What follows belongs to an exercise in optimizing a design on an open flow for small area; a production flow would make more cautious choices. In this exercise RTL edits were held to simulation tests only and were not proved equivalent to the original. In every run shown here, the design's own scripts or RTL, not TritonCTS, make the clock network. The clock input has no modelled driver; a real chip could not lean on it and would need a root buffer or a full tree. No activity file was given, so power comes from the tool's default toggle rates.

<file path="design/flow/config.mk">
export PLATFORM = sky130hd
export DESIGN_NAME = SecuritySystem
export DESIGN_NICKNAME = SecuritySystem
export VERILOG_FILES = /design/flow/design.v
export SDC_FILE = /design/flow/constraint.sdc
export NUM_CORES = 4
export LEC_CHECK = 0
export CAP_MARGIN = 20
export CORE_MARGIN = 2
export CORE_UTILIZATION = 40
export SLEW_MARGIN = 20
</file>
<file path="design/flow/constraint.sdc">
create_clock -name core_clock -period 25.0 [get_ports {clk}]
set_input_delay 5.0000 -clock core_clock [delete_from_list [all_inputs] [get_ports {clk}]]
set_output_delay 5.0000 -clock core_clock [all_outputs]
set_load 0.01 [all_outputs]
</file>
<file path="design/flow/design.v">
module ModeMessage (
    input wire [2:0] mode,
    input wire [3:0] msg,
    output reg [41:0] display
);
    localparam A    = 7'b0001000;
    localparam E    = 7'b0000110;
    localparam M    = 7'b0101011;
    localparam N    = 7'b1001000;
    localparam R    = 7'b0101111;
    localparam S    = 7'b0010010;
    localparam T    = 7'b0000111;
    localparam U    = 7'b1000001;
    localparam OFF  = 7'b1111111;
    localparam ONE  = 7'b1111001;
    localparam ZERO = 7'b1000000;
    always @(*) begin
        casez (mode)
            3'b000: display = {U, N, A, R, M, M};
            3'b001: display = {A, R, M, M, OFF, S};
            3'b011: display = {A, R, M, M, OFF, A};
            3'b010: display = {OFF, R, E, S, E, T};
            default: display = {OFF, OFF, msg[0] ? ZERO : ONE, msg[1] ? ZERO : ONE,
                                msg[2] ? ZERO : ONE, msg[3] ? ZERO : ONE};
        endcase
    end
endmodule
module HCSRO4 (
    input wire clk,
    input wire rst,           
    input wire echo,
    output wire trig,
    output reg door_open
);
    localparam IDLE0  = 3'd4;
    localparam SEND   = 3'd2;
    localparam WAITE0 = 3'd6;
    localparam WAITE1 = 3'd7;
    localparam MEAS   = 3'd3;
    localparam WCYC   = 3'd0;
    localparam IDLE   = 3'd1;
    reg [2:0] state;
    assign trig = (state == SEND);
    localparam [14:0] M_P = 15'b010101010101010;
    reg  [14:0] my;
    wire [14:0] m = my ^ M_P;
    wire m_low0 = (m[13:0] == 14'd0);
    wire m_sat  = m_low0 & ~m[14];
    wire m_501  = (m[13] & ~m[12] & ~m[9] & ~m[8] & ~m[7] & ~m[4] & m[3] & ~m[1]);
    localparam [13:0] E_P = 14'b10101010101010;
    reg  [13:0] ey;
    wire [13:0] e = ey ^ E_P;
    wire e_low0 = (e[12:0] == 13'd0);
    wire e_sat  = e_low0 & ~e[13];
    always @(posedge clk) begin
        my <= ((!rst || state == IDLE) ? 15'b001101100000111 : {m[13:0], (m[14] ^ m[13]) & ~m_low0}) ^ M_P;
        ey <= ((state == WAITE0) ? 14'b00100101011010 : {e[12:0], (e[13] ^ e[1] ^ e[2] ^ e[7]) & ~e_low0}) ^ E_P;
        if (!rst) begin
            state     <= IDLE0;
            door_open <= 1;
        end else begin
            case (state)
                IDLE0:  state <= SEND;
                IDLE:   state <= SEND;
                SEND:   if (m_501) state <= WAITE0;
                WAITE0: if (echo) state <= WAITE1;
                WAITE1: if (!echo) state <= MEAS;
                MEAS: begin
                    door_open <= ~e_sat;
                    state <= WCYC;
                end
                WCYC:   if (m_sat) state <= IDLE;
                default: state <= IDLE;
            endcase
        end
    end
endmodule
module AlarmDrive (
    input wire clk,
    input wire rst_n,
    input wire [1:0] alarm_state,
    output reg buzzer,
    output reg police_led,
    output wire [2:0] alarm_leds
);
    localparam [15:0] T_P = 16'b1010101010101010;
    reg  [15:0] ty;
    wire [15:0] t = ty ^ T_P;
    wire tick_1hz = (~t[15] & t[14] & t[13] & ~t[12] & t[11] & ~t[10] & ~t[9] & ~t[8] & ~t[7] & ~t[6] & t[5] & ~t[4] & ~t[3] & ~t[2] & ~t[1] & ~t[0]);
    localparam [9:0] B_P = 10'b1010101010;
    reg  [9:0] by;
    wire [9:0] b = by ^ B_P;
    wire tick_buz = (~b[9] & ~b[8] & ~b[7] & b[6] & ~b[5] & ~b[4] & b[3] & b[2] & b[1] & ~b[0]);
    reg buz_active;
    reg led_state;         
    reg led_a, led_b;      
    assign alarm_leds = {led_a, led_b, led_a};
    always @(posedge clk) begin
        ty <= (rst_n ? {t[14:0], t[15] ^ t[2] ^ tick_1hz} : 16'b1010000010000011) ^ T_P;
        by <= (rst_n ? {b[8:0], b[9] ^ b[2] ^ tick_buz} : 10'b0100111001) ^ B_P;
    end
    always @(posedge clk) begin
        if (!rst_n) begin
            buz_active <= 0;
            led_state  <= 0;
            police_led <= 0;
            led_a      <= 0;
            led_b      <= 0;
            buzzer     <= 0;
        end else begin
            if (tick_1hz) begin
                case (alarm_state)
                    2'b00: begin
                        buz_active <= 0; police_led <= 0; led_a <= 0; led_b <= 0;
                    end
                    2'b01: begin
                        led_state <= ~led_state;
                        buz_active <= ~buz_active; police_led <= 0;
                        led_a <= led_state; led_b <= ~led_state;
                    end
                    2'b10: begin
                        buz_active <= ~buz_active; police_led <= 0; led_a <= 1; led_b <= 1;
                    end
                    2'b11: begin
                        buz_active <= ~buz_active; police_led <= ~police_led; led_a <= 0; led_b <= 0;
                    end
                endcase
            end
            if (tick_buz) buzzer <= buz_active & ~buzzer;
        end
    end
endmodule
module SecuritySystem (
    input wire clk,
    input wire rst_n,                             
    input wire multipurpose_button, mode_change,  
    input wire [3:0] passcode_in,
    input wire echo,
    output wire trig,
    output wire buzzer, police_led,
    output wire [2:0] alarm_leds,
    output wire [41:0] display
);
    localparam UNARM = 2'b00;
    localparam ARMS  = 2'b01;
    localparam ARMA  = 2'b11;
    localparam RESET = 2'b10;
    localparam ALRMOFF = 2'b00;
    localparam ALRMON  = 2'b01;
    localparam AWAYSEQ = 2'b10;
    localparam PLCCLD  = 2'b11;
    reg [1:0] state;
    reg mode_change_q;
    reg passcode_confirmed;
    reg show_passcode;          
    reg reset_pass;             
    reg [3:0] passcode;
    reg [1:0] alarm_state;
    reg alarm_new;              
    localparam [18:0] C_P = 19'b1111111000000000000;
    reg  [18:0] cy;
    wire [18:0] c = cy ^ C_P;
    wire c_end = (~c[18] & c[17] & ~c[16] & ~c[15] & c[14] & ~c[13] & ~c[12] & ~c[11] & c[10] & ~c[9] & ~c[8] & c[7] & ~c[6] & c[5] & c[4] & ~c[3] & ~c[2] & ~c[1] & ~c[0]);
    wire mode_change_fall = mode_change_q & ~mode_change;
    wire [1:0] state_next = mode_change_fall ? {state[0], ~state[1]} : state;
    wire door_open;
    wire armed = state[0];
    ModeMessage message(.mode({show_passcode, state}), .msg(passcode_in), .display(display));
    AlarmDrive alarm(.clk(clk), .rst_n(rst_n), .alarm_state(alarm_state), .buzzer(buzzer),
                     .police_led(police_led), .alarm_leds(alarm_leds));
    HCSRO4 sonic(.clk(clk), .rst(rst_n), .echo(echo), .trig(trig), .door_open(door_open));
    wire counting = (alarm_state == AWAYSEQ) | ((alarm_state == ALRMON) & ~alarm_new);
    always @(posedge clk) begin
        if (!rst_n) begin
            state         <= UNARM;
            mode_change_q <= 1;
        end else begin
            state         <= state_next;
            mode_change_q <= mode_change;
        end
    end
    always @(posedge clk) begin
        if (!mode_change) cy <= 19'b1111001000000010100 ^ C_P;
        else if (multipurpose_button) cy <= (counting ? {c[17:0], c[18] ^ c[12]} : 19'b1111111000000000000) ^ C_P;
    end
    always @(posedge clk) begin
        if (!rst_n) begin
            passcode_confirmed <= 0;
            show_passcode      <= 0;
            reset_pass         <= 0;
            passcode           <= 0;
            alarm_state        <= ALRMOFF;
        end else if (!mode_change) begin
            show_passcode <= 0;
            reset_pass    <= 0;
            alarm_state   <= (state_next == ARMA) ? AWAYSEQ : ALRMOFF;
        end else if (!multipurpose_button) begin
            if (state != UNARM) begin
                if (reset_pass) begin
                    reset_pass         <= 0;
                    show_passcode      <= 1;
                    passcode           <= passcode_in;
                    passcode_confirmed <= 0;
                end else begin
                    passcode_confirmed <= (passcode == passcode_in);
                    if (passcode == passcode_in) begin
                        if (state == RESET) reset_pass <= 1;
                        else alarm_state <= ALRMOFF;
                    end
                end
            end
        end else if (armed) begin
            case (alarm_state)
                AWAYSEQ: if (c_end) alarm_state <= ALRMOFF;
                ALRMON: begin
                    if (alarm_new) alarm_state <= PLCCLD;
                    else if (passcode_confirmed) alarm_state <= ALRMOFF;
                    alarm_new <= c_end;
                end
                default: if (door_open) begin
                    alarm_state <= ALRMON;
                    alarm_new <= (alarm_state == ALRMOFF);
                end
            endcase
        end
    end
endmodule
</file>
<file path="design/flow/flow/run.sh">
#!/bin/bash
# The standard layout (standard.sh) with these changes:
#  - synthesis maps logic with an area-oriented ABC script and no adder extraction
#    (flow/my_synth.tcl, flow/area.abc); registers are the standard synthesis's;
#  - port buffers are sky130_fd_sc_hd__buf_1;
#  - CTS without dummy loads; then the CTS tree is replaced by a two-level tree
#    (one root buffer, a few clkbuf_8 leaves, flow/ctree.tcl) when its estimated
#    clock-pin slew stays under 110 ps; otherwise the CTS tree is kept.
set -euo pipefail
HERE=$(pwd)
export FLOW_ABC_SCRIPT=$HERE/flow/area.abc
export BUFFER_PORTS_ARGS="-buffer_cell sky130_fd_sc_hd__buf_1"
export CTS_ARGS="-sink_clustering_enable -repair_clock_nets -dont_use_dummy_load -buf_list sky130_fd_sc_hd__clkbuf_8 -sink_clustering_size 50 -sink_clustering_max_diameter 150"
export PLATFORM_DIR=$FLOW_HOME/platforms/$FLOW_PLATFORM
sed "s#SYNTH_SCRIPT=[^ ]*#SYNTH_SCRIPT=$HERE/flow/my_synth.tcl#" standard.sh > my_standard.sh
grep -q "SYNTH_SCRIPT=$HERE/flow/my_synth.tcl" my_standard.sh
R=$HERE/orfs/results/$FLOW_PLATFORM/SecuritySystem/base
bash my_standard.sh synth > flow_synth.log 2>&1
# registers are paired with the standard synthesis by name: if any register
# came out with an anonymous name, use the standard synthesis instead.
if grep -qE 'sky130_fd_sc_hd__\w*df\w* _[0-9]+_ ' $R/1_2_yosys.v; then
  echo "anonymous register name: standard synthesis" > synth_choice.log
  rm -rf $HERE/orfs
  cp standard.sh my_standard.sh
else
  echo "area synthesis" > synth_choice.log
fi
bash my_standard.sh cts > flow_to_cts.log 2>&1
cp $R/4_cts.odb ctree_in.odb
chosen=""
for cfg in "5 sky130_fd_sc_hd__clkbuf_8 sky130_fd_sc_hd__clkbuf_2" "6 sky130_fd_sc_hd__clkbuf_8 sky130_fd_sc_hd__clkbuf_2" "7 sky130_fd_sc_hd__clkbuf_8 sky130_fd_sc_hd__clkbuf_2"; do
  set -- $cfg
  rm -f ctree_out.odb
  if IN_ODB=ctree_in.odb IN_SDC=$R/4_cts.sdc OUT_ODB=ctree_out.odb NBUF=$1 BUFM=$2 ROOT=$3 SLACKN=0 \
       openroad -no_init -exit flow/ctree.tcl > ctree_$1.log 2>&1 && [ -f ctree_out.odb ]; then
    s=$(grep "RESULT worst clock pin slew" ctree_$1.log | awk '{print $NF}')
    if [ -n "$s" ] && python3 -c "import sys; sys.exit(0 if float('$s') < 0.110 else 1)"; then chosen=$1; break; fi
  fi
done
echo "clock tree: ${chosen:-CTS}" > ctree_choice.log
if [ -n "$chosen" ]; then
  cp ctree_out.odb $R/4_1_cts.odb
  cp ctree_out.odb $R/4_cts.odb
  touch $R/4_cts.sdc
fi
bash my_standard.sh finish > flow_finish.log 2>&1
</file>
<file path="design/flow/flow/area.abc">
strash
dch -f
amap -m
mfs2
strash
dch -f
amap -m
mfs2
strash
dch -f
amap -m
topo
</file>
<file path="design/flow/flow/ctree.tcl">
# Replace the clock tree made by CTS: clk -> ROOT buffer -> NBUF leaf buffers (BUFM); sinks grouped by capacitated k-means.
read_lef $::env(PLATFORM_DIR)/lef/sky130_fd_sc_hd.tlef
read_lef $::env(PLATFORM_DIR)/lef/sky130_fd_sc_hd_merged.lef
read_liberty $::env(PLATFORM_DIR)/lib/sky130_fd_sc_hd__tt_025C_1v80.lib
read_db $::env(IN_ODB)
read_sdc $::env(IN_SDC)
source $::env(PLATFORM_DIR)/setRC.tcl
set block [ord::get_db_block]
set db [ord::get_db]
set clk [$block findNet clk]
set rm {}
foreach inst [$block getInsts] {
  set n [$inst getName]
  if {[string match clkbuf_* $n] || [string match clkload* $n]} { lappend rm $inst }
}
set rmnets {}
foreach inst $rm { foreach it [$inst getITerms] { set net [$it getNet]; if {$net ne "NULL" && [$net getName] ne "clk" && [$it isOutputSignal]} { lappend rmnets $net } } }
set sinks {}
foreach inst [$block getInsts] { if {[string match *df* [[$inst getMaster] getName]]} { lappend sinks [$inst findITerm CLK] } }
foreach inst $rm { odb::dbInst_destroy $inst }
foreach net $rmnets { odb::dbNet_destroy $net }
set k $::env(NBUF)
set pts {}
foreach it $sinks { set b [[$it getInst] getBBox]; lappend pts [list [expr {([$b xMin]+[$b xMax])/2.0}] [expr {([$b yMin]+[$b yMax])/2.0}] $it] }
# k-means, balanced-ish: init centers from sorted x
set sorted [lsort -real -index 0 $pts]
set cs {}
for {set g 0} {$g < $k} {incr g} { set p [lindex $sorted [expr {int(($g+0.5)*[llength $pts]/$k)}]]; lappend cs [list [lindex $p 0] [lindex $p 1]] }
set cap [expr {int(ceil([llength $pts]*1.0/$k)) + $::env(SLACKN)}]
for {set iter 0} {$iter < 30} {incr iter} {
  # capacitated assignment: greedy by distance
  set pairs {}
  set i 0
  foreach p $pts { set g 0; foreach c $cs { lappend pairs [list [expr {abs([lindex $p 0]-[lindex $c 0])+abs([lindex $p 1]-[lindex $c 1])}] $i $g]; incr g }; incr i }
  set pairs [lsort -real -index 0 $pairs]
  array unset asg; array unset cnt
  for {set g 0} {$g < $k} {incr g} { set cnt($g) 0 }
  foreach pr $pairs { lassign $pr d i g; if {[info exists asg($i)]} continue; if {$cnt($g) >= $cap} continue; set asg($i) $g; incr cnt($g) }
  set ncs {}
  for {set g 0} {$g < $k} {incr g} { set sx 0; set sy 0; set n 0; set i 0; foreach p $pts { if {$asg($i) == $g} { set sx [expr {$sx+[lindex $p 0]}]; set sy [expr {$sy+[lindex $p 1]}]; incr n }; incr i }; if {$n>0} {lappend ncs [list [expr {$sx/$n}] [expr {$sy/$n}]]} else {lappend ncs [lindex $cs $g]} }
  set cs $ncs
}
set src $clk
if {[info exists ::env(ROOT)] && $::env(ROOT) ne ""} {
  set r [odb::dbInst_create $block [$db findMaster $::env(ROOT)] clkbuf_root]
  set rn [odb::dbNet_create $block clknet_root]
  $rn setSigType CLOCK
  [$r findITerm A] connect $clk
  [$r findITerm X] connect $rn
  set sx 0; set sy 0; foreach c $cs { set sx [expr {$sx+[lindex $c 0]}]; set sy [expr {$sy+[lindex $c 1]}] }
  $r setLocation [expr {int($sx/$k)}] [expr {int($sy/$k)}]
  $r setPlacementStatus PLACED
  set src $rn
}
set master [$db findMaster $::env(BUFM)]
for {set g 0} {$g < $k} {incr g} {
  set inst [odb::dbInst_create $block $master clkbuf_leaf_$g]
  set net [odb::dbNet_create $block clknet_leaf_$g]
  $net setSigType CLOCK
  [$inst findITerm A] connect $src
  [$inst findITerm X] connect $net
  set i 0
  foreach p $pts { if {$asg($i) == $g} { [lindex $p 2] connect $net }; incr i }
  set c [lindex $cs $g]
  $inst setLocation [expr {int([lindex $c 0])}] [expr {int([lindex $c 1])}]
  $inst setPlacementStatus PLACED
}
detailed_placement
check_placement
set_propagated_clock [all_clocks]
estimate_parasitics -placement
set worst 0
foreach it $sinks { foreach rf {rise fall} { set s [get_property [get_pins "[[$it getInst] getName]/CLK"] slew_max_$rf]; if {$s > $worst} { set worst $s } } }
puts "RESULT worst clock pin slew: $worst"
report_clock_skew
report_worst_slack -min
if {[info exists ::env(OUT_ODB)]} { write_db $::env(OUT_ODB) }
</file>
<file path="design/flow/flow/my_synth.tcl">
# synth_recipe.tcl (the standard synthesis) with two changes: ABC maps the logic
# with an area-oriented script (flow/area.abc) instead of ORFS's speed script,
# and no adder/half-adder cells are extracted (ADDER_MAP_FILE unset).
proc synth {args} { yosys synth -nofsm -noshare {*}$args }
proc abc {args} {
  set i [lsearch $args -script]
  if {$i >= 0} { lset args [expr {$i+1}] $::env(FLOW_ABC_SCRIPT) }
  yosys abc {*}$args
}
set ::env(ADDER_MAP_FILE) ""
source $::env(SCRIPTS_DIR)/synth.tcl
# left out here: clear keep_hierarchy, flatten, clean up, hide names made inside functions, write 1_2_yosys.v
</file>
<file path="design/flow/standard.sh">
#!/bin/bash
# synth_recipe.tcl (not shown) runs the flow's synth.tcl, then flattens the netlist and writes it again
# the make line also repeats each setting of config.mk as NAME=value (left out here)
make -C /OpenROAD-flow-scripts/flow DESIGN_CONFIG=/design/flow/config.mk WORK_HOME=/design/flow/orfs CLKGATE_MAP_FILE= SYNTH_SCRIPT=/design/flow/synth_recipe.tcl "${@:-finish}"
</file>
==> results of run 1 <==
## sequential cells by signal, summed over array words and instances (netlist names), 2 cells and up
name and cells:
alarm.by 10, alarm.ty 16, alarm_state 2, cy 19
passcode 4, sonic.ey 14, sonic.my 15, sonic.state 3
state 2
## power by group through the flow
stage | Combinational, mW | Clock, mW | Sequential, mW
3_3_place_gp | 0.0374 | 0 | 0.188
2_1_floorplan | 0.0308 | 0 | 0.185
6_report | 0.0378 | 0.0656 | 0.185
3_5_place_dp | 0.0381 | 0 | 0.188
5_1_grt | 0.0435 | 0.0751 | 0.187
4_1_cts | 0.0383 | 0.0792 | 0.185
## layout by cell type (no fill, tap or decap)
cell type  instances
o21a_1             1
nor2_1            82
a21oi_1           12
o21bai_1           1
a221o_1            1
o32ai_1           14
o22ai_1            7
clkbuf_2           2
clkbuf_8           6
conb_1             1
xor2_1             1
clkinv_1          49
buf_4              1
edfxtp_1           1
o21ai_0           26
nand3_1            6
o221a_1            2
a221oi_1           4
dfxtp_1           96
nand2_1           41
or3_1              3
nand4_1            8
nor4_1             4
a32oi_1            1
buf_1             55
or4_1              1
nor3_1            14
nor2b_1            2
and3_1             1
o2111ai_1          2
a311oi_1           1
a211oi_1           6
## layer usage
metal  vias up  GRT usage  wire [um]
met5         -          0          0
met4         0     0.0310        107
met3         9     0.0236        351
met2        66      0.236       3020
met1      1271      0.166       2990
li1       1461          -          -
## cell families (layout without fill, tap and decap cells)
kind of cell | count (synthesis) | in the layout | synth area share
other | 1 | 1 | 0.00106
buffers and inverters | 73 | 113 | 0.102
and+or+nand+nor | 162 | 162 | 0.193
AOI/OAI and AO/OA | 78 | 78 | 0.147
xor gates and xnor gates | 1 | 1 | 0.00248
DFF | 97 | 97 | 0.554
## path summary, 6_finish.rpt
check / startpoint / end / slack, ns / depth (start not counted)
max: passcode_in[3] / display[3] / 14.35 / 4
min: sonic.my[7] / sonic.my[8] / 0.39 / 1
max reg2reg: sonic.state[2] / sonic.state[0] / 22.86 / 8
min reg2reg: sonic.my[7] / sonic.my[8] / 0.39 / 1
## per-stage QoR
stage | total power, mW | hold slack, ns
finish | 0.288 | 0.390
global route | 0.305 | 0.406
CTS | 0.302 | 0.374
detailed placement | 0.226 | 0.366
global placement | 0.225 | 0.364
floorplan | 0.216 | 0.354
## cell type report
cell class,count,area share
buffer,7,0.0231
inverter,49,0.0485
multi-input combinational,242,0.320
sequential,97,0.515
tap,108,0.0356
timing repair buffer,57,0.0578
==> run notes, run 1 <==
- The I/O pin count is 57.
- The actual slew at the worst max-slew pin is 1.02 ns.
- The cell repeated most along the worst path is buf_1.
- The count of cells in the finished layout, fillers not included, comes to 560.
- The fraction of post-synthesis cell area in the top cell type by area is 0.545.
- The storage element area is 1950 um^2.
- In this run the power density over the cells is 76.0 nW/um^2.
- The critical path goes through buf_1 -> o21ai_0 -> o21bai_1 -> buf_1.
- The total count of hold-check failures in the final report came to 0.
- The number of nets at the end of the flow is 463.
- The max-cap check violation count is 0.
- The global-route wire length before repair is 11.0 mm.
- Yosys attributes the largest share of cell area to dfxtp_1 55%, nor2_1 8.7%, clkinv_1 5.2%, buf_4 4.9%, nand2_1 4.4%.
- Synthesis produced a netlist with a net count of roughly 420.
- In this run the core area contains 34 standard-cell rows.
- Clock latency on the worst-skew pair, taken at its later pin, is ~0.52 ns.
- After clock tree synthesis, the flow added hold-fix buffers numbering 0.
- The total overflow left after global routing is 0.
- The area of the core region is between 8000 and 9000 um^2.
- The number of vias per cell after detailed routing is about 5.0.
- Setup repair after global routing left no endpoint under its margin.
- The fraction of layout instances using a drive strength above 1 is 0.0199.
- The worst setup path is captured at a primary output.
- Synthesis inferred between 90 and 100 register bits.
- The worst-case IR drop observed on VDD is around 0.056 mV.
- The worst setup path is of the in -> out kind.
- Of the total power, combinational logic draws 0.131.
- For this configuration, the core starts out at a cell density of 0.408.
- The leakage dissipation is roughly 1.3 nW.
- The total of cells resized after clock tree synthesis is 0.
- For this run, the slowest stage of the critical path takes 0.21 ns.
- The type of the most critical hold path is reg -> reg.
- The largest net degree at the start of global routing is 32.
- The via count of the first global-routing pass is approximately 2500.
- The total via count after detailed routing is roughly 2800.
- The register area share after synthesis is 0.554.
- The number of flops mapped to enable cells by yosys is 1.
- Across every metal layer, demand over resource in global routing totals 0.132.
- In this run the post-CTS setup repair buffer count came out at 0.
- The cell count after synthesis came out at 412.
- The number of DRC violations after detailed-routing iteration 0 is 67.
- For this block, the routed nets add up to approximately 6.5 mm of wire.
- The required time at the endpoint of the critical path is about 20 ns.
- For this run, asynchronously set or reset flops after synthesis account for 0.
- The most instantiated library cell after synthesis is dfxtp_1.
- 0 antenna diodes ended up in the layout.
- For this run, the detailed router's first-pass iteration total came to 4.
- The final period utilization is 0.426.
- The netlist uses 30 different library cells.
- Counting the fill cells in the layout gives approximately 890.
- The initial antenna violation count is 0.
- Setup slack on the critical path of the routed design comes to roughly 14 ns.
- The width of the chip is a little under 100 um.
- The congestion estimate from routability-driven global placement came to 0.772.
- The die is about 100 um tall.
- The die area is 9580 um^2.
- The maximum fanout along the worst path is 6.
- After detailed placement, the total cell area comes to ~3700 um^2.
- The final core utilization is 0.439.
- The number of clock sinks is 97.
- The worst path needs between 10 and 15 ns of the cycle, external delays included.
- With fillers left out, the area of the finished cells amounts to between 3000 and 4000 um^2.
- In the routed design, unresolved DRC markers number 0.
- Data arrives at the worst endpoint at 5.65 ns.
- The run finished with no timing, DRC or antenna violations.
- The slowest cell on the critical path is o21ai_0.
- The family with the most delay on the worst path is compound AO/OA/AOI/OAI gates.
- Yosys printed 4 warnings.
- The net load switching power is slightly below 0.08 mW.
- The biggest area contributor in the post-synthesis netlist is dfxtp_1.
- The summed instance area of the synthesized netlist is about 3500 um^2.
- The quantity of I/O buffers inserted on ports is between 50 and 60.
- Of the total power, registers draw 0.641.
- The switching power as a share of total power is 0.275.
- The cell-internal power is between 0.2 and 0.25 mW.
- A synthesized cell averages ~8.6 um^2.
- The wire length per cell is between 10 and 15 um.
- Detailed placement finished with a half-perimeter wire length of roughly 4.6 mm.
- The fmax is between 90 and 100 MHz.
- The worst-case headroom to the max-slew limit is 0.319.
- The number of failing setup endpoints in the final timing report is 0.
- The setup total negative slack is 0 ns.
- The area added between synthesis and finish is 7.52%.
- Across the routed clock network, the largest skew measured is ~0.0094 ns.
- After clock tree synthesis, the clock-pin slew on the worst setup and hold paths is 0.09 ns.
- The count of placed standard cells including taps is 552.
- The number of slew-limit violations in the final report is 0.
- The post-detailed-route count of antenna-violating nets is 0.
- The top flip-flop cell by instance count after synthesis is dfxtp_1.
- The number of buffers and inverters on the critical path is 2.
- Counting instances in the post-synthesis netlist gives the leading cell types as 96 x dfxtp_1, 82 x nor2_1, 49 x clkinv_1.
- OpenSTA, run right after detailed placement, puts the worst setup slack at approximately 14 ns.
- The area occupied by multi-input gates is ~1200 um^2.
- The share of total power dissipated in the clock network is 0.228.
- STA classifies the critical path startpoint as an input pin.
==> run 2: changes to the inputs <==
--- a/design/flow/design.v
+++ b/design/flow/design.v
@@ -54,7 +54,7 @@
     wire e_sat  = e_low0 & ~e[13];
     always @(posedge clk) begin
         my <= ((!rst || state == IDLE) ? 15'b001101100000111 : {m[13:0], (m[14] ^ m[13]) & ~m_low0}) ^ M_P;
-        ey <= ((state == WAITE0) ? 14'b00100101011010 : {e[12:0], (e[13] ^ e[1] ^ e[2] ^ e[7]) & ~e_low0}) ^ E_P;
+        ey <= ((state == WAITE0) ? 14'b00011000001100 : {e[12:0], (e[13] ^ (e[0] | e[1])) & ~e_low0}) ^ E_P;
         if (!rst) begin
             state     <= IDLE0;
             door_open <= 1;
@@ -86,11 +86,11 @@
     localparam [15:0] T_P = 16'b1010101010101010;
     reg  [15:0] ty;
     wire [15:0] t = ty ^ T_P;
-    wire tick_1hz = (~t[15] & t[14] & t[13] & ~t[12] & t[11] & ~t[10] & ~t[9] & ~t[8] & ~t[7] & ~t[6] & t[5] & ~t[4] & ~t[3] & ~t[2] & ~t[1] & ~t[0]);
+    wire tick_1hz = (~t[15] & t[14] & ~t[12] & t[11] & ~t[10] & ~t[9] & ~t[8] & ~t[7] & ~t[6] & ~t[4] & ~t[3] & ~t[2] & ~t[1] & ~t[0]);
     localparam [9:0] B_P = 10'b1010101010;
     reg  [9:0] by;
     wire [9:0] b = by ^ B_P;
-    wire tick_buz = (~b[9] & ~b[8] & ~b[7] & b[6] & ~b[5] & ~b[4] & b[3] & b[2] & b[1] & ~b[0]);
+    wire tick_buz = (~b[9] & ~b[8] & b[6] & ~b[5] & ~b[4] & b[3] & b[1] & ~b[0]);
     reg buz_active;
     reg led_state;         
     reg led_a, led_b;      
--- a/design/flow/flow/run.sh
+++ b/design/flow/flow/run.sh
@@ -1,14 +1,19 @@
 #!/bin/bash
 # The standard layout (standard.sh) with these changes:
-#  - synthesis maps logic with an area-oriented ABC script and no adder extraction
-#    (flow/my_synth.tcl, flow/area.abc); registers are the standard synthesis's;
+#  - synthesis maps logic with several area-oriented ABC scripts and keeps the
+#    smallest result, with no adder extraction (flow/my_synth.tcl, flow/abc/*.abc,
+#    plus &deepsyn scripts written below); registers are the standard synthesis's;
 #  - port buffers are sky130_fd_sc_hd__buf_1;
 #  - CTS without dummy loads; then the CTS tree is replaced by a two-level tree
 #    (one root buffer, a few clkbuf_8 leaves, flow/ctree.tcl) when its estimated
 #    clock-pin slew stays under 110 ps; otherwise the CTS tree is kept.
 set -euo pipefail
 HERE=$(pwd)
-export FLOW_ABC_SCRIPT=$HERE/flow/area.abc
+mkdir -p abc_deepsyn
+for S in 1 2 3 4 5 6 7 8; do
+  printf '%s\n' strash "&get -n" "&deepsyn -S $S -T 30" "&put" "dch -f" "amap -m" mfs2 strash "dch -f" amap topo > abc_deepsyn/ds$S.abc
+done
+export FLOW_ABC_SCRIPTS="$(ls $HERE/flow/abc/*.abc $HERE/abc_deepsyn/*.abc | tr '\n' ' ')"
 export BUFFER_PORTS_ARGS="-buffer_cell sky130_fd_sc_hd__buf_1"
 export CTS_ARGS="-sink_clustering_enable -repair_clock_nets -dont_use_dummy_load -buf_list sky130_fd_sc_hd__clkbuf_8 -sink_clustering_size 50 -sink_clustering_max_diameter 150"
 export PLATFORM_DIR=$FLOW_HOME/platforms/$FLOW_PLATFORM
==> design/flow/flow/abc/a4.abc (new file) <==
strash
dc2
dch -f
amap
topo
==> design/flow/flow/abc/c2.abc (new file) <==
strash
dch -f
amap -m
mfs2
strash
dch -f
amap -m
mfs2
strash
dch -f
amap -m
topo
==> design/flow/flow/abc/c3.abc (new file) <==
strash
dc2
dch -f
amap
mfs2
strash
dc2
dch -f
amap
mfs2
strash
dc2
dch -f
amap
topo
==> design/flow/flow/abc/d1.abc (new file) <==
strash
dc2
dch -f
amap -m
mfs2
strash
dc2
dch -f
amap -m
mfs2
strash
dc2
dch -f
amap -m
topo
==> design/flow/flow/abc/e2.abc (new file) <==
strash
balance;rewrite;refactor;balance;rewrite;rewrite -z;balance;refactor -z;rewrite -z;balance
dch -f
amap
mfs2
strash
dch -f
amap
topo
==> design/flow/flow/abc/e3.abc (new file) <==
strash
balance;rewrite;refactor;balance;rewrite;rewrite -z;balance;refactor -z;rewrite -z;balance
dch -f
amap -m
mfs2
strash
balance;rewrite;refactor;balance;rewrite;rewrite -z;balance;refactor -z;rewrite -z;balance
dch -f
amap -m
topo
==> design/flow/flow/abc/e4.abc (new file) <==
strash
dc2
dch -f
amap
mfs2
strash
dc2
dch -f
amap
topo
==> design/flow/flow/abc/e6.abc (new file) <==
strash
dc2
dc2
dch -f
amap
topo
==> design/flow/flow/my_synth.tcl (replaced) <==
# synth_recipe.tcl (the standard synthesis) with two changes to the logic
# mapping only: ABC runs each area-oriented script listed in FLOW_ABC_SCRIPTS
# and the smallest mapped result is kept; no adder cells are extracted.
proc synth {args} { yosys synth -nofsm -noshare {*}$args }
proc abc {args} {
  set i [lsearch $args -script]
  set li [lsearch $args -liberty]
  set lib [lindex $args [expr {$li+1}]]
  yosys design -save pre_abc
  set best ""
  set bestarea 1e18
  set k 0
  foreach scr $::env(FLOW_ABC_SCRIPTS) {
    yosys design -load pre_abc
    lset args [expr {$i+1}] $scr
    yosys abc {*}$args
    set f $::env(RESULTS_DIR)/abc_try_$k.stat
    yosys tee -q -o $f stat -liberty $lib
    set fh [open $f r]; set txt [read $fh]; close $fh
    regexp {Chip area for module '[^']*': ([0-9.]+)} $txt -> area
    puts "ABC script $scr: area $area"
    if {$area < $bestarea} { set bestarea $area; set best $k; yosys design -save best_abc }
    incr k
  }
  puts "ABC best: try $best area $bestarea"
  yosys design -load best_abc
}
set ::env(ADDER_MAP_FILE) ""
source $::env(SCRIPTS_DIR)/synth.tcl
# left out here: clear keep_hierarchy, flatten, clean up, hide names made inside functions, write 1_2_yosys.v
removed: design/flow/flow/area.abc
==> run notes, run 2 <==
- The quantity of I/O buffers inserted on ports is 55.
- The largest registers in the layout are cy: 19 flops, alarm.ty: 16 flops, sonic.my: 15 flops.
- On the final layout, the worst clock skew is ~0.015 ns.
- The actual slew at the worst max-slew pin is between 0.9 and 1 ns.
- The register with the most flip-flops in the layout has 19 of them.
- The endpoint with the worst hold slack is alarm.by[8].
- The area added between synthesis and finish is 7.57%.
- More flip-flops sit in one register than any other, and that register is cy.
- The register area share after synthesis is 0.576.
- The global-route wire length before repair is 10.0 mm.
- Synthesis inferred between 90 and 100 register bits.
- The wire length per cell is between 10 and 15 um.
- At the worst endpoint, the required time is about 20 ns.
- Yosys printed 4 warnings.
- The initial utilization of the core area, before any placement, comes to 0.412.
- The layer with the highest usage is met2.
- Post-CTS timing repair inserted 0 buffers for setup.
- The number of nets at the end of the flow is approximately 440.
- Counting flops with a built-in enable in the synthesized netlist gives 1.
- The mean area per synthesized cell is slightly below 9 um^2.
- The commonest non-fill, non-tap cell in the layout is dfxtp_1.
- The summed instance area of the synthesized netlist is 3390 um^2.
- Counting instances, the worst hold path has a depth of 1.
- The worst-case IR drop observed on VDD is around 0.048 mV.
- After clock tree synthesis, the clock-pin slew on the worst setup and hold paths is ~0.1 ns.
- The number of unique standard cell types used by synthesis is 36.
- The final layout contains routed wiring with a total length of 6.11 mm.
- Setup slack on the worst reg-to-reg path comes out at about 23 ns.
- Across every metal layer, demand over resource in global routing totals 0.134.
- The number of vias per cell after detailed routing is a little under 5.
- The number of nets handed over by synthesis was 394.
- After synthesis, the cell types taking the most area are dfxtp_1 57%, nor2_1 7.1%, clkinv_1 5.8%, buf_4 5.1%, o22ai_1 4.4%.
- The worst pin sits at a relative slew slack of 0.349.
- Across the whole layout, storage elements account for between 1500 and 2000 um^2.
- The async set or reset register ratio after synthesis is 0.
- After clock tree synthesis, the flow added hold-fix buffers numbering 0.
- The tightest hold path in the finished design has a slack of 0.378 ns.
- The wire-length estimate of the detail-placed layout is approximately 4.5 mm.
- For met3 alone, demand over resource in global routing was 0.0243.
- After floorplanning, the core was divided into 33 placement rows.
- For this block, the via count after detailed routing is around 2600.
- In this run the worst path has a maximum fanout of 4.
- After detailed routing, the number of remaining DRC violations is 0.
- The number of slew-limit violations in the final report is 0.
- The synthesized design spends more area on one cell type than any other, namely dfxtp_1.
- In this run the critical register-to-register path is launched from passcode[3].
- The fraction of layout instances using a drive strength above 1 is 0.0189.
- The type of the most critical hold path is reg -> reg.
- The final period utilization is 0.429.
- The height of the chip is between 90 and 100 um.
- The area of the core region is 8220 um^2.
- The total count of hold-check failures in the final report came to 0.
- The via count of the first global-routing pass is roughly 2300.
- The latest clock arrival within the worst-skew pair is 0.49 ns.
- The share of synthesized area in the top cell type comes to 0.567.
- The met2 demand-to-capacity share in global routing is 0.234.
- The kind of critical path is in -> out.
- The nature of the critical path startpoint is an input pin.
- The count of inserted antenna diode cells is 0.
- Setup repair after global routing left no endpoint under its margin.
- The most common cell in the synthesized netlist is dfxtp_1.
- The depth of the worst register-to-register path is 8.
- Routability-driven placement finished with a final weighted congestion of roughly 0.73.
- The leakage dissipation is between 1 and 1.5 nW.
- The iteration count of the initial detailed-routing pass is 4.
- From left edge to right edge, the die measures about 96 um.
- The final critical-path required period is 10.72 ns.
- In this run the critical register-to-register path is captured at alarm_state[0].
- The total of cells resized after clock tree synthesis is 0.
- Entering global routing, the biggest net connects 26 pins.
- The die area is just over 9000 um^2.
- The layout has 831 filler cells.
- Setup violations remaining at the end of the flow were counted as 0.
- Sorting the synthesized cells by how often they occur yields 96 x dfxtp_1, 64 x nor2_1, 52 x clkinv_1.
- The top flip-flop cell by instance count after synthesis is dfxtp_1.
- The initial antenna violation count is 0.
- After routing, the total negative slack on setup checks comes to 0 ns.
- The run finished with no timing, DRC or antenna violations.
- The critical path launch point is passcode_in[3].
- The clock drives between 90 and 100 sinks.
- The detail route stage leaves a number of antenna-violating nets equal to 0.
- The kind of end point of the critical path is a primary output.
- In this run the power density over the cells is 73.8 nW/um^2.
- The I/O pin count is 57.
- In this run the most critical hold path is launched from alarm.by[7].
- The fraction of met1 tracks used by global routing is 0.169.
- The area occupied by multi-input gates is 1060 um^2.
- The aggregate global routing overflow is 0.
- At the worst endpoint, the arrival time is 5.72 ns.
- For this block, the initial DRC count from the detailed router was between 90 and 100.
- In the synthesized netlist, the number of instances is 385.
- Across the run, the number of max-cap violations was 0.
- Leaving out fill and tap cells, the most frequent cells in the layout are 96 x dfxtp_1, 64 x nor2_1, 55 x buf_1.
- For this run, the top clock speed supported by timing is between 90 and 100 MHz.
-- run 2: cell count changes after synthesis, sizes merged, moves of 3 or more --
| cell | before | now |
|---|---|---|
| nor2 | 82 | 64 |
| clkinv | 49 | 52 |
| o21ai | 26 | 14 |
| o32ai | 14 | 0 |
| nor3 | 14 | 10 |
| o221ai | 0 | 6 |
| a211oi | 6 | 1 |
| nand4 | 8 | 5 |
| o22ai | 7 | 24 |
-- run 2: kinds of logic (layout without fill, tap and decap cells) --
kind of cell | after synthesis | after routing | share of synthesized area
DFF | 97 | 97 | 0.576
AOI/OAI and AO/OA | 70 | 70 | 0.132
buffers and inverters | 76 | 115 | 0.110
other | 1 | 1 | 0.00111
and+or+nand+nor | 140 | 140 | 0.179
xor gates and xnor gates | 1 | 1 | 0.00259
-- run 2: stage by stage --
step	utilization	worst slack, ns	area, um^2	cells	power, mW
floorplan	-	14.42	3390	385	0.200
CTS	0.448	14.27	3680	531	0.285
detailed placement	0.433	14.27	3560	522	0.208
global route	0.444	14.18	3640	529	0.285
finish	0.444	14.28	3640	529	0.269
global placement	0.433	14.29	3560	522	0.207
-- run 2: routing by layer --
layer / up-vias / part of all wire
li1: 1357 / -
met5: - / 0
met4: 0 / 0.013
met1: 1176 / 0.47
met3: 10 / 0.060
met2: 78 / 0.46
-- run 2: power by group --
group          internal, mW  switching, mW  leakage, nW
clock                0.0223         0.0425       0.0473
sequential            0.168        0.00712        0.799
combinational        0.0107         0.0182        0.474
total                 0.201         0.0678         1.32
-- run 2: final cells by class --
cell class / count / area share
sequential: 97 / 0.536
multi-input combinational: 212 / 0.292
timing repair buffer: 56 / 0.0587
inverter: 52 / 0.0536
tap: 105 / 0.0360
buffer: 7 / 0.0240
-- run 2: worst max path at each step --
stage / endpoint / cells past startpoint
2_1_floorplan: display[17] / 2
3_3_place_gp: display[3] / 5
3_5_place_dp: display[3] / 5
4_1_cts: display[3] / 5
5_1_grt: display[3] / 5
6_report: display[3] / 5
-- run 2: critical path, stage by stage --
cell and delay [ns]:
buf_1 0.13, clkinv_1 0.10, nor2_1 0.23, o22ai_1 0.11, buf_1 0.14
==> run 3: changes to the inputs <==
==> design/flow/flow/run.sh (replaced) <==
#!/bin/bash
# The standard layout (standard.sh) with these changes:
#  - synthesis (flow/my_synth.tcl) maps the logic with a portfolio of area-oriented
#    ABC scripts (flow/abc/*.abc and &deepsyn scripts written below), run in four
#    parallel synthesis runs, and keeps the smallest result; no adder extraction.
#    Everything before ABC is the standard synthesis, so the registers are its own;
#  - port buffers are sky130_fd_sc_hd__buf_1;
#  - CTS without dummy loads; then the CTS tree is replaced by a two-level tree
#    (one root buffer, a few clkbuf_8 leaves, flow/ctree.tcl) when its estimated
#    clock-pin slew stays under 110 ps; otherwise the CTS tree is kept.
set -euo pipefail
HERE=$(pwd)
export BUFFER_PORTS_ARGS="-buffer_cell sky130_fd_sc_hd__buf_1"
export CTS_ARGS="-sink_clustering_enable -repair_clock_nets -dont_use_dummy_load -buf_list sky130_fd_sc_hd__clkbuf_8 -sink_clustering_size 50 -sink_clustering_max_diameter 150"
export PLATFORM_DIR=$FLOW_HOME/platforms/$FLOW_PLATFORM
RR=results/$FLOW_PLATFORM/SecuritySystem/base
mkdir -p abc_scripts
for S in 1 2 3 4 5 6 7 8 9 10 11 12; do
  printf '%s\n' strash "&get -n" "&deepsyn -S $S -T 30" "&put" "dch -f" "amap -m" mfs2 strash "dch -f" amap topo > abc_scripts/ds${S}_a.abc
  printf '%s\n' strash "&get -n" "&deepsyn -S $S -T 30" "&put" "dch -f" amap mfs2 strash "dch -f" "amap -m" mfs2 strash "dch -f" amap topo > abc_scripts/ds${S}_b.abc
done
cp flow/abc/*.abc abc_scripts/
ALL=($(ls $HERE/abc_scripts/*.abc))
pids=()
for g in 0 1 2 3; do
  list=""
  for ((i=g; i<${#ALL[@]}; i+=4)); do list="$list ${ALL[$i]}"; done
  sed -e "s#SYNTH_SCRIPT=[^ ]*#SYNTH_SCRIPT=$HERE/flow/my_synth.tcl#" -e "s#WORK_HOME=[^ ]*#WORK_HOME=$HERE/orfs_g$g#" standard.sh > synth_g$g.sh
  grep -q "WORK_HOME=$HERE/orfs_g$g " synth_g$g.sh
  FLOW_ABC_SCRIPTS="$list" bash synth_g$g.sh synth > synth_g$g.log 2>&1 &
  pids+=($!)
done
for p in "${pids[@]}"; do wait $p || true; done
best=""; bestarea=""
for g in 0 1 2 3; do
  f=$HERE/orfs_g$g/$RR/1_2_yosys.v
  [ -f $HERE/orfs_g$g/$RR/1_synth.odb ] || continue
  # registers are paired with the standard synthesis by name: skip a result
  # with an anonymous register name
  if grep -qE 'sky130_fd_sc_hd__\w*df\w* _[0-9]+_ ' $f; then continue; fi
  a=$(grep -h "ABC best" $HERE/orfs_g$g/logs/$FLOW_PLATFORM/SecuritySystem/base/1_2_yosys.log | awk '{print $NF}')
  if [ -z "$best" ] || python3 -c "import sys; sys.exit(0 if float('$a') < float('$bestarea') else 1)"; then best=$g; bestarea=$a; fi
done
if [ -n "$best" ]; then
  echo "synthesis: area portfolio, group $best, ABC area $bestarea" > synth_choice.log
  mv $HERE/orfs_g$best $HERE/orfs
  sed "s#SYNTH_SCRIPT=[^ ]*#SYNTH_SCRIPT=$HERE/flow/my_synth.tcl#" standard.sh > my_standard.sh
else
  echo "synthesis: standard" > synth_choice.log
  cp standard.sh my_standard.sh
fi
R=$HERE/orfs/$RR
bash my_standard.sh cts > flow_to_cts.log 2>&1
cp $R/4_cts.odb ctree_in.odb
chosen=""
for cfg in "5 sky130_fd_sc_hd__clkbuf_8 sky130_fd_sc_hd__clkbuf_2" "6 sky130_fd_sc_hd__clkbuf_8 sky130_fd_sc_hd__clkbuf_2" "7 sky130_fd_sc_hd__clkbuf_8 sky130_fd_sc_hd__clkbuf_2"; do
  set -- $cfg
  rm -f ctree_out.odb
  if IN_ODB=ctree_in.odb IN_SDC=$R/4_cts.sdc OUT_ODB=ctree_out.odb NBUF=$1 BUFM=$2 ROOT=$3 SLACKN=0 \
       openroad -no_init -exit flow/ctree.tcl > ctree_$1.log 2>&1 && [ -f ctree_out.odb ]; then
    s=$(grep "RESULT worst clock pin slew" ctree_$1.log | awk '{print $NF}')
    if [ -n "$s" ] && python3 -c "import sys; sys.exit(0 if float('$s') < 0.110 else 1)"; then chosen=$1; break; fi
  fi
done
echo "clock tree: ${chosen:-CTS}" > ctree_choice.log
if [ -n "$chosen" ]; then
  cp ctree_out.odb $R/4_1_cts.odb
  cp ctree_out.odb $R/4_cts.odb
  touch $R/4_cts.sdc
fi
bash my_standard.sh finish > flow_finish.log 2>&1
==> run notes, run 3 <==
- Measured along the y axis, the die boundary spans 96.0 um.
- The actual slew at the worst max-slew pin is a little under 0.9 ns.
- The area added between synthesis and finish is 7.58%.
- For the final routed database, the setup TNS stands at 0 ns.
- Entering global routing, the biggest net connects 24 pins.
- The leading area contributor after synthesis is dfxtp_1.
- The number of warnings printed during yosys synthesis is 4.
- The flow ran to the end and the layout has no timing, DRC or antenna violations.
- Across the run, the number of max-cap violations was 0.
- For this block, the routed nets add up to slightly above 6 mm of wire.
- The type of the most critical hold path is reg -> reg.
- The clock reaches the later pin of the worst-skew pair after ~0.50 ns.
- The count of placed standard cells including taps is 520.
- From left edge to right edge, the die measures between 90 and 100 um.
- After clock tree synthesis, the clock-pin slew on the worst setup and hold paths is 0.10 ns.
- The critical register-to-register path startpoint is cy[12].
- The post-detailed-placement half-perimeter wirelength is roughly 4.6 mm.
- The worst register-to-register path has a setup slack of approximately 23 ns.
- The number of slew-limit violations in the final report is 0.
- The number of buffers inserted to repair setup after CTS is 0.
- The worst setup path is captured at a primary output.
- The maximum fanout along the worst path is 4.
- The average instance in the mapped netlist occupies just under 9 um^2.
- The total count of hold-check failures in the final report is 0.
- The most critical setup path has its endpoint at display[3].
- For this run, the post-layout net count is 433.
- For this configuration, the core starts out at a cell density of 0.412.
- The register area share after synthesis is 0.577.
- The die area is around 9000 um^2.
- The fmax is slightly above 90 MHz.
- The number of DRC violations after detailed-routing iteration 0 is between 50 and 60.
- Synthesis handed over a netlist of approximately 380 instances.
- In this run, synthesis produced a sequential element count of between 90 and 100.
- The kind of critical path is in -> out.
- In the final layout, the registers with the most flip-flops are cy: 19 flops, alarm.ty: 16 flops, sonic.my: 15 flops.
- The post-detailed-route count of antenna-violating nets is 0.
- The fraction of post-synthesis cell area in the top cell type by area is 0.568.
- Counting every sink on the clock net gives 97.
- During placement, the flow inserted port buffers numbering 55.
- The final setup skew is between 0.009 and 0.01 ns.
- Synthesis produced a netlist with a net count of approximately 390.
- The commonest non-fill, non-tap cell in the layout is dfxtp_1.
- The register with the most flip-flops in the final layout is cy.
- In the post-synthesis netlist, the biggest area contributors are dfxtp_1 57%, nor2_1 6.9%, clkinv_1 5.4%, buf_4 5.1%, nand2_1 4.7%.
- The area of the core region is a little over 8000 um^2.
- The depth of the worst register-to-register path is 7.
- The most instantiated library cell after synthesis is dfxtp_1.
- The count of inserted antenna diode cells is 0.
- The via count of the first global-routing pass is between 2000 and 2500.
- The top flip-flop cell by instance count after synthesis is dfxtp_1.
- The wire length per cell is 11.8 um.
- After detailed routing, the number of remaining DRC violations is 0.
- The final period utilization is 0.430.
- The first TritonRoute pass finished after 4 iterations.
- The leakage dissipation is about 1.3 nW.
- For this design the ratio of total power to cell area is approximately 74 nW/um^2.
- The initial antenna violation count was 0.
- Hold repair after CTS inserted 0 buffers.
- The worst-case vdd ir drop is between 0.03 and 0.04 mV.
- The global-route total usage across every layer is 0.140.
- In this run the core area contains 33 standard-cell rows.
- Setup violations remaining at the end of the flow were counted as 0.
- Counting flops with a built-in enable in the synthesized netlist gives 1.
- For the worst setup path, the data required time is about 20 ns.
- The routability congestion estimate from global placement is slightly above 0.8.
- The finished layout holds 527 standard cells, fillers aside.
- The critical path starts at passcode_in[3].
- Synthesis instantiated 37 different standard cells from the library.
- The total of cells resized after clock tree synthesis is 0.
- STA classifies the critical path startpoint as an input pin.
- The fraction of layout instances using a drive strength above 1 is 0.0190.
- Dividing the detail-routed via count by the number of cells gives roughly 5.
- Measured against its own limit, the worst slew margin works out to 0.417.
- The final critical-path required period is 10.76 ns.
- The first global-routing pass estimated 10.5 mm of wire.
- The I/O pin count is between 50 and 60.
- The top cell types in the final layout, fill and taps aside, are 96 x dfxtp_1, 62 x nor2_1, 55 x buf_1.
- The register with the most flip-flops in the layout has 19 of them.
- For this run, asynchronously set or reset flops after synthesis account for 0.
- Ranked by instance count, the synthesized netlist is headed by 96 x dfxtp_1, 62 x nor2_1, 49 x clkinv_1.
- Summing every instance area after synthesis gives roughly 3400 um^2.
- The aggregate global routing overflow is 0.
- The terminus of the critical flop-to-flop path is alarm_state[0].
- Setup repair after global routing left no endpoint under its margin.
- Data on the critical path arrives at its endpoint at between 5 and 6 ns.
- Fill cells in the final layout number between 800 and 900.
- The detailed router placed 2648 vias in this run.
==> run 3: cell count changes after synthesis, sizes merged, moves of 2 or more <==
cell,delta
nor3,-3
clkinv,-3
nand2,+3
a31oi,+2
o221ai,-2
nor2,-2
nand4,+4
==> run 3: worst max-delay path: stages <==
cell,delay (ns)
buf_1,0.10
clkinv_1,0.11
nor2_1,0.29
o22ai_1,0.12
buf_1,0.14
==> run 3: power breakdown <==
| group | switching (mW) | leakage, nW | total [mW] | internal [mW] |
|---|---|---|---|---|
| logic | 0.0180 | 0.455 | 0.0284 | 0.0104 |
| registers | 0.00697 | 0.799 | 0.175 | 0.168 |
| clock network | 0.0434 | 0.0473 | 0.0657 | 0.0223 |
| total | 0.0683 | 1.30 | 0.269 | 0.201 |
==> run 3: layout make-up <==
type | instances | area, um^2 | share of cell area
tap | 105 | 131 | 0.0361
multi-input combinational | 213 | 1070 | 0.294
buffer | 7 | 87.6 | 0.0241
inverter | 49 | 184 | 0.0506
timing repair buffer | 56 | 214 | 0.0588
sequential | 97 | 1950 | 0.536
==> run 3: worst min-delay path by stage <==
| stage | start | to | slack, ns | depth (start not counted) |
|---|---|---|---|---|
| after floorplan | alarm.by[7] | alarm.by[8] | 0.35 | 1 |
| after global placement | alarm.by[7] | alarm.by[8] | 0.36 | 1 |
| after detailed placement | alarm.by[7] | alarm.by[8] | 0.36 | 1 |
| after CTS | sonic.ey[9] | sonic.ey[10] | 0.36 | 1 |
| after global routing | sonic.ey[0] | sonic.ey[1] | 0.39 | 1 |
| final | alarm.by[7] | alarm.by[8] | 0.38 | 1 |
==> run 3: kinds of logic (layout without fill, tap and decap cells) <==
logic type | after synthesis | after routing | synth area share
other | 1 | 1 | 0.00111
AND/OR/NAND/NOR | 142 | 142 | 0.183
flip-flops | 97 | 97 | 0.577
buffers and inverters | 73 | 112 | 0.107
XOR/XNOR | 1 | 1 | 0.00259
AO/OA/AOI/OAI | 69 | 69 | 0.130
==> run 3: through the flow <==
stage | power [mW] | worst slack [ns] | hold WS [ns] | cell area, um^2 | utilization
6_report | 0.269 | 14.24 | 0.378 | 3640 | 0.443
5_1_grt | 0.285 | 14.18 | 0.391 | 3640 | 0.443
4_1_cts | 0.284 | 14.22 | 0.361 | 3670 | 0.447
3_5_place_dp | 0.208 | 14.23 | 0.356 | 3550 | 0.432
3_3_place_gp | 0.207 | 14.26 | 0.358 | 3550 | 0.432
2_1_floorplan | 0.200 | 14.42 | 0.350 | 3380 | -
==> run 3: routing by layer <==
| layer | GRT usage | wire (um) |
|---|---|---|
| met5 | 0 | 0 |
| met3 | 0.0251 | 335 |
| met1 | 0.179 | 2940 |
| met2 | 0.247 | 2900 |
| met4 | 0.0286 | 64 |
==> run 4: changes to the inputs <==
--- a/design/flow/design.v
+++ b/design/flow/design.v
@@ -157,7 +157,7 @@
     reg [3:0] passcode;
     reg [1:0] alarm_state;
     reg alarm_new;              
-    localparam [18:0] C_P = 19'b1111111000000000000;
+    localparam [18:0] C_P = 19'b0000000111111111111;
     reg  [18:0] cy;
     wire [18:0] c = cy ^ C_P;
     wire c_end = (~c[18] & c[17] & ~c[16] & ~c[15] & c[14] & ~c[13] & ~c[12] & ~c[11] & c[10] & ~c[9] & ~c[8] & c[7] & ~c[6] & c[5] & c[4] & ~c[3] & ~c[2] & ~c[1] & ~c[0]);
==> run notes, run 4 <==
- cy holds more flip-flops than any other register.
- After routing, the total negative slack on setup checks comes to 0 ns.
- Summed over all nets, the half-perimeter wirelength after detailed placement is roughly 4.3 mm.
- The number of flip-flops in the largest register is 19.
- STA classifies the critical path endpoint as a primary output.
- The worst-case IR drop observed on VDD is around 0.040 mV.
- For this design the static power due to leakage is 1.31 nW.
- In this run the remaining antenna-violating nets after routing total 0.
- Counting I/O delays and the setup requirement, the final critical path takes between 10 and 15 ns.
- The final period utilization is 0.427.
- The number of vias per cell after detailed routing is approximately 5.
- The initial antenna violation count is 0.
- The signal arrival time at the worst endpoint is roughly 5.7 ns.
- The post-route cell area is 3620 um^2.
- Of the total synthesized cell area, the portion taken by AND, OR, NAND and NOR gates is 0.182.
- The detailed router finished its first iteration with 42 violations.
- The fmax is 93.7 MHz.
- In this run the cell area measured after placement is around 3500 um^2.
- Internal power comes to 0.200 mW.
- Among all stages on the critical path, the largest delay is contributed by o21ai_0.
- Setup repair after global routing left no endpoint under its margin.
- For this configuration, the core starts out at a cell density of 0.411.
- In this design, the stage delay of the slowest critical-path cell is 0.24 ns.
- In the final layout, the multi-input gates occupy roughly 1100 um^2.
- The via count of the first global-routing pass came to 2200.
- Ranked by instance count, the synthesized netlist is headed by 96 x dfxtp_1, 60 x nor2_1, 45 x nand2_1.
- In the layout the commonest cells are 96 x dfxtp_1, 60 x nor2_1, 55 x buf_1.
- The post-synthesis register bit count is between 90 and 100.
- The largest net degree at the start of global routing is 22.
- After detailed routing, the average wire length per cell comes to roughly 12 um.
- The number of unique standard cell types used by synthesis is 37.
- Summed over all nets, the switching power comes to between 0.06 and 0.07 mW.
- In this run the tightest slew margin relative to its limit is 0.400.
- The cell repeated most along the worst path is buf_1.
- In this run the mean area of a mapped cell was between 9 and 10 um^2.
- At the pin with the least slew margin, the transition time is about 0.90 ns.
- The power consumption is around 0.27 mW.
- Clock tree synthesis found a total of just under 100 sinks.
- Once layout is complete, the utilization of the core stands at 0.443.
- STA puts the critical path data required time at about 20 ns.
- The count of fill cells added during filler insertion is 840.
- The area share of fa/ha/maj cells after synthesis is 0.
- The parity-gate share of the synthesized area counting xor and xnor cells is 0.00260.
- The register area share after synthesis is 0.580.
- The summed instance area of the synthesized netlist is 3360 um^2.
- The width of the chip is between 90 and 100 um.
- Across all setup checks in the final design, the least slack found is about 14 ns.
- The critical path contains buffers and inverters numbering 2 combined.
- Clock skew on the completed layout was measured at 0.0106 ns.
- Among all flip-flop cells after synthesis, the most frequent one is dfxtp_1.
- The share of total power dissipated in combinational logic is 0.099.
- Along the worst path, the maximum fanout reaches 5.
- Including well taps, the total number of placed cells is between 500 and 600.
- The critical path in this run is classified as in -> out.
- In this run the vertical extent of the chip is between 90 and 100 um.
- Once the clock tree was built, the setup fixing pass inserted 0 buffers.
- Across the run, the number of max-cap violations was 0.
- The type of the most critical hold path is reg -> reg.
- The total count of hold-check failures in the final report is 0.
- Of the total power, the clock network draws 0.243.
- At the placement stage, the worst setup path has a slack of around 14 ns.
- The number of slew-limit violations in the final report is 0.
- Setup violations remaining at the end of the flow were counted as 0.
- The run finished with no timing, DRC or antenna violations.
- Counting every net in the synthesized netlist gives 379.
- Yosys mapped a number of flops with a built-in enable equal to 1.
- The portion of synthesized area spent on multiplexers is 0.
- Once the clock tree was built, the resizer swapped 0 gates to a different size.
- The row count is 33.
- Clock-pin slew was measured on the worst setup and hold paths at approximately 0.1 ns.
- The area added between synthesis and finish is 7.63%.
- The core region is approximately 8200 um^2.
- The Yosys step of the flow raised 4 warnings.
- The quantity of I/O buffers inserted on ports is 55.
- Traced cell by cell, the critical path runs through buf_1 -> o21ai_0 -> o21bai_1 -> buf_1.
- The leading area contributor after synthesis is dfxtp_1.
- The largest family of logic cells by synthesized area is simple AND/OR/NAND/NOR gates.
- The count of inserted antenna diode cells is 0.
- After synthesis, the cell types taking the most area are dfxtp_1 57%, nor2_1 6.7%, buf_4 5.1%, nand2_1 5.0%, o22a_1 3.6%.
- The latest clock arrival within the worst-skew pair is roughly 0.5 ns.
- The die area is roughly 9000 um^2.
- The switching power as a share of total power is 0.250.
- The post-synthesis compound-gate area fraction is 0.148.
- The fraction of layout instances using a drive strength above 1 is 0.0196.
- The routability congestion estimate from global placement is roughly 0.82.
- The family with the most delay on the worst path is compound AO/OA/AOI/OAI gates.
- For this design, the CTS-stage hold fixing added 0 buffers.
- Summed over all layers, the global routing overflow is 0.
- The largest registers in the layout are cy: 19 flops, alarm.ty: 16 flops, sonic.my: 15 flops.
- The finished layout holds 514 standard cells, fillers aside.
- The power density of the placed cells is 73.6 nW/um^2.
- For this run, the total global-route usage over all layers was measured as 0.130.
- By instance count, the leading cell after synthesis is dfxtp_1.
- The sequential cells in the finished layout cover a total of 1950 um^2.
- The total via count after detailed routing is 2581.
- The worst hold-check slack is around 0.38 ns.
- The library cell used most frequently in the layout, excluding fill and tap cells, is dfxtp_1.
- For this run, the detailed router's first-pass iteration total came to 4.
- The worst setup path is launched from an input pin.
- Of the post-synthesis cell area, the dominant cell type holds 0.571.
- The global-route wire length before repair is just under 10 mm.
- The share of total power dissipated in sequential elements is 0.658.
- The net count of the finished layout is between 400 and 500.
- Counting flops with an async set or reset pin after synthesis yields a share of 0.
- During I/O placement, the number of pins put on the boundary was 57.
- The count of mapped cells out of synthesis is 370.
- For this run, design rule violations remaining after detail routing come to 0.
- Summed over all layers, the routed wires come to ~5.9 mm.
==> run 4: kinds of logic (layout without fill, tap and decap cells) <==
logic type	after synthesis	after routing
buf+inv	54	93
xor+xnor	1	1
simple gates	141	141
compound gates	76	76
other cells	1	1
flops	97	97
==> run 4: cell type report <==
type | count | area share
tap | 105 | 0.0363
inverter | 30 | 0.0311
timing repair buffer | 56 | 0.0591
sequential | 97 | 0.539
multi-input combinational | 219 | 0.310
buffer | 7 | 0.0242
==> run 4: final timing paths <==
check / start / end / slack (ns) / depth (start not counted)
max: passcode_in[3] / display[3] / 14.33 / 4
min reg2reg: alarm.ty[13] / alarm.ty[14] / 0.38 / 1
min: alarm.ty[13] / alarm.ty[14] / 0.38 / 1
max reg2reg: alarm_state[1] / cy[5] / 23.02 / 6
==> run 4: worst register-to-register path, stage by stage (launching register included) <==
cell,delay [ns]
dfxtp_1,0.40
clkinv_1,0.18
nor2_1,0.17
o21ai_0,0.23
nor2_1,0.22
clkinv_1,0.36
o22a_1,0.32
==> run 4: power by group through the flow <==
stage               sequential, mW  clock (mW)  combinational, mW
finish                       0.175      0.0647             0.0264
CTS                          0.176      0.0799             0.0271
floorplan                    0.177           0             0.0217
detailed placement           0.179           0             0.0270
global route                 0.177      0.0728             0.0310
global placement             0.179           0             0.0265
==> run 4: routing by layer <==
layer  track usage  routed length (um)
met5             0                   0
met4        0.0286                  66
met3        0.0258                 327
met2         0.231                2770
met1         0.164                2770
==> run 5: changes to the inputs <==
--- a/design/flow/flow/run.sh
+++ b/design/flow/flow/run.sh
@@ -15,9 +15,10 @@
 export PLATFORM_DIR=$FLOW_HOME/platforms/$FLOW_PLATFORM
 RR=results/$FLOW_PLATFORM/SecuritySystem/base
 mkdir -p abc_scripts
-for S in 1 2 3 4 5 6 7 8 9 10 11 12; do
+for S in $(seq 1 16); do
   printf '%s\n' strash "&get -n" "&deepsyn -S $S -T 30" "&put" "dch -f" "amap -m" mfs2 strash "dch -f" amap topo > abc_scripts/ds${S}_a.abc
   printf '%s\n' strash "&get -n" "&deepsyn -S $S -T 30" "&put" "dch -f" amap mfs2 strash "dch -f" "amap -m" mfs2 strash "dch -f" amap topo > abc_scripts/ds${S}_b.abc
+  printf '%s\n' strash "&get -n" "&deepsyn -S $S -T 30" "&put" "dch -f" "amap -m" mfs2 strash "dch -f" "amap -m" mfs2 strash "dch -f" "amap -m" mfs2 strash "dch -f" amap topo > abc_scripts/ds${S}_c.abc
 done
 cp flow/abc/*.abc abc_scripts/
 ALL=($(ls $HERE/abc_scripts/*.abc))
==> run notes, run 5 <==
- Timing analysis after detailed placement gives a worst setup slack of 14.33 ns.
- The number of failing setup endpoints in the final timing report is 0.
- The most instantiated library cell after synthesis is dfxtp_1.
- The number of vias per cell after detailed routing is approximately 5.
- The signal arrival time at the worst endpoint is 5.67 ns.
- The row count is 33.
- The tightest min-delay check is of the reg -> reg type.
- The area added between synthesis and finish is 7.63%.
- The actual slew at the worst max-slew pin is approximately 0.90 ns.
- In this run the register-to-register setup slack is around 23 ns.
- The post-synthesis register bit count is between 90 and 100.
- The worst-case vdd ir drop is a little over 0.04 mV.
- The count of inserted antenna diode cells is 0.
- Counting flops with a built-in enable in the synthesized netlist gives 1.
- The worst setup path is of the in -> out kind.
- The largest registers in the layout are cy: 19 flops, alarm.ty: 16 flops, sonic.my: 15 flops.
- The final critical-path required period is 10.67 ns.
- The library cells used most frequently in the layout, excluding fill and tap cells, are 96 x dfxtp_1, 60 x nor2_1, 55 x buf_1.
- Ranked by total cell area, the synthesized netlist is headed by dfxtp_1 57%, nor2_1 6.7%, buf_4 5.1%, nand2_1 5.0%, o22a_1 3.6%.
- The first global-routing pass estimated 9.79 mm of wire.
- Among all flip-flop cells after synthesis, the most frequent one is dfxtp_1.
- The initial antenna violation count is 0.
- The via count of the first global-routing pass was 2200.
- Summed over all cells, the static leakage comes to roughly 1.3 nW.
- When the netlist entered floorplanning its net count stood at roughly 380.
- The summed instance area of the synthesized netlist is between 3000 and 4000 um^2.
- Counting instances, the worst hold path has a depth of 1.
- Traced cell by cell, the critical path runs through buf_1 -> o21ai_0 -> o21bai_1 -> buf_1.
- The die covers around 9200 um^2.
- The largest net degree at the start of global routing is 22.
- The total of cells resized after clock tree synthesis is 0.
- The async set or reset register ratio after synthesis is 0.
- The number of slew-limit violations in the final report is 0.
- The setup total negative slack is 0 ns.
- The count of placed standard cells including taps is 507.
- In this run the worst path has a maximum fanout of 5.
- Counting both buffers and inverters, the worst setup path holds a total of 2.
- The mean area per synthesized cell is roughly 9.1 um^2.
- STA classifies the critical path endpoint as a primary output.
- between 50 and 60 I/O pins were placed.
- In the global route stage, overall resource usage came out at 0.130.
- Setup slack closes at 14.33 ns.
- Data on the critical path is required at its endpoint by roughly 20 ns.
- The register with the most flip-flops in the layout has 19 of them.
- The height of the chip is between 90 and 100 um.
- After synthesis, the most frequently instantiated cells are 96 x dfxtp_1, 60 x nor2_1, 45 x nand2_1.
- The post-detailed-route count of antenna-violating nets is 0.
- For this run, the slowest stage of the critical path takes roughly 0.24 ns.
- Clock-pin slew was measured on the worst setup and hold paths at around 0.10 ns.
- The post-detailed-placement half-perimeter wirelength is approximately 4.3 mm.
- Setup repair after global routing left no endpoint under its margin.
- The routed layout has 2581 vias.
- The slowest cell on the critical path is o21ai_0.
- The nature of the critical path startpoint is an input pin.
- Global routing finished with a remaining overflow of 0.
- Counting distinct cell types in the post-synthesis netlist gives 37.
- The number of buffers inserted to repair setup after CTS is 0.
- Of the available clock period, the critical path in the final layout requires 0.427.
- The routability congestion estimate from global placement is roughly 0.8.
- The iteration count of the initial detailed-routing pass is 4.
- The count of fill cells added during filler insertion is between 800 and 900.
- During placement, the flow inserted port buffers numbering 55.
- The endpoint with the worst hold slack is alarm.ty[14].
- The leading area contributor after synthesis is dfxtp_1.
- The family with the most delay on the worst path is compound AO/OA/AOI/OAI gates.
- The terminus of the critical flop-to-flop path is cy[5].
- Synthesis handed over a netlist of 370 instances.
- The worst hold path begins at alarm.ty[13].
- The initial utilization of the core area, before any placement, comes to 0.411.
- The worst-case headroom to the max-slew limit is 0.400.
- Ranked by flip-flop count, first place goes to cy.
- The area of the core region is ~8200 um^2.
- The power density of the placed cells is 73.6 nW/um^2.
- The final wirelength is ~5.9 mm.
- The max-cap check violation count is 0.
- The depth of the worst register-to-register path is 6.
- For this run, the register share of the synthesized area comes to 0.580.
- For the worst-skew pair, the clock arrives at the later sink with an insertion delay of approximately 0.5 ns.
- The non-filler instance count after layout is 514.
- The floorplan step set the die width to roughly 96 um.
- The wire length per cell is around 12 um.
- After detailed routing, the number of remaining DRC violations is 0.
- The number of nets at the end of the flow is 420.
- The cell repeated most along the worst path is buf_1.
- The commonest non-fill, non-tap cell in the layout is dfxtp_1.
- The critical register-to-register path startpoint is alarm_state[1].
- The number of DRC violations after detailed-routing iteration 0 is 42.
- Buffers inserted to repair hold after CTS numbered 0.
- The flow ran to the end and the layout has no timing, DRC or antenna violations.
- The tree built by TritonCTS fans out to 97 sinks.
- The number of warnings printed during yosys synthesis is 4.
- The share of synthesized area in the top cell type comes to 0.571.
- The fmax is between 90 and 100 MHz.
- Between clock sinks in the finished design, the worst skew comes to between 0.01 and 0.015 ns.
- The total count of hold-check failures in the final report was 0.
- Measured on the finished design, the core utilization comes to 0.443.
- The fraction of layout instances using a drive strength above 1 is 0.0196.
==> run 5: layout make-up <==
| cell class | count | area (um^2) | area share |
|---|---|---|---|
| flip-flops and latches | 97 | 1950 | 0.539 |
| multi-input cells | 219 | 1120 | 0.310 |
| inverters | 30 | 113 | 0.0311 |
| plain buffers | 7 | 87.6 | 0.0242 |
| well taps | 105 | 131 | 0.0363 |
| repair buffers | 56 | 214 | 0.0591 |
==> run 5: worst register-to-register path: stages (launching register included) <==
cell      delay, ns
dfxtp_1        0.40
clkinv_1       0.18
nor2_1         0.17
o21ai_0        0.23
nor2_1         0.22
clkinv_1       0.36
o22a_1         0.32
==> run 5: power by group <==
| group | switching [mW] | internal [mW] | total, mW |
|---|---|---|---|
| registers | 0.00744 | 0.168 | 0.175 |
| clock network | 0.0424 | 0.0223 | 0.0647 |
| logic | 0.0167 | 0.00974 | 0.0264 |
| total | 0.0665 | 0.200 | 0.266 |
==> run 5: per-stage QoR <==
stage	power [mW]	hold WS, ns	cell area, um^2
floorplan	0.199	0.350	3360
global placement	0.205	0.354	3530
detailed placement	0.206	0.356	3530
CTS	0.282	0.361	3660
global route	0.281	0.397	3620
finish	0.266	0.382	3620
==> run 5: worst max-delay path by stage <==
stage | startpoint | end | slack (ns) | depth (start not counted)
after floorplan | passcode_in[1] | display[17] | 14.42 | 2
after detailed placement | passcode_in[3] | display[3] | 14.33 | 4
after CTS | passcode_in[3] | display[3] | 14.32 | 4
after global placement | passcode_in[3] | display[3] | 14.35 | 4
after global routing | passcode_in[3] | display[3] | 14.22 | 4
final | passcode_in[3] | display[3] | 14.33 | 4
==> run 5: cell families after synthesis <==
logic type             share of synthesized area
buffers and inverters                     0.0859
AO/OA/AOI/OAI                              0.148
other                                    0.00112
XOR/XNOR                                 0.00260
AND/OR/NAND/NOR                            0.182
flip-flops                                 0.580
==> run 5: per-layer routing <==
layer | part of all wire | up-vias | track usage
li1 | - | 1323 | -
met1 | 0.47 | 1184 | 0.164
met2 | 0.47 | 67 | 0.231
met3 | 0.055 | 7 | 0.0258
met4 | 0.011 | 0 | 0.0286
met5 | 0 | - | 0
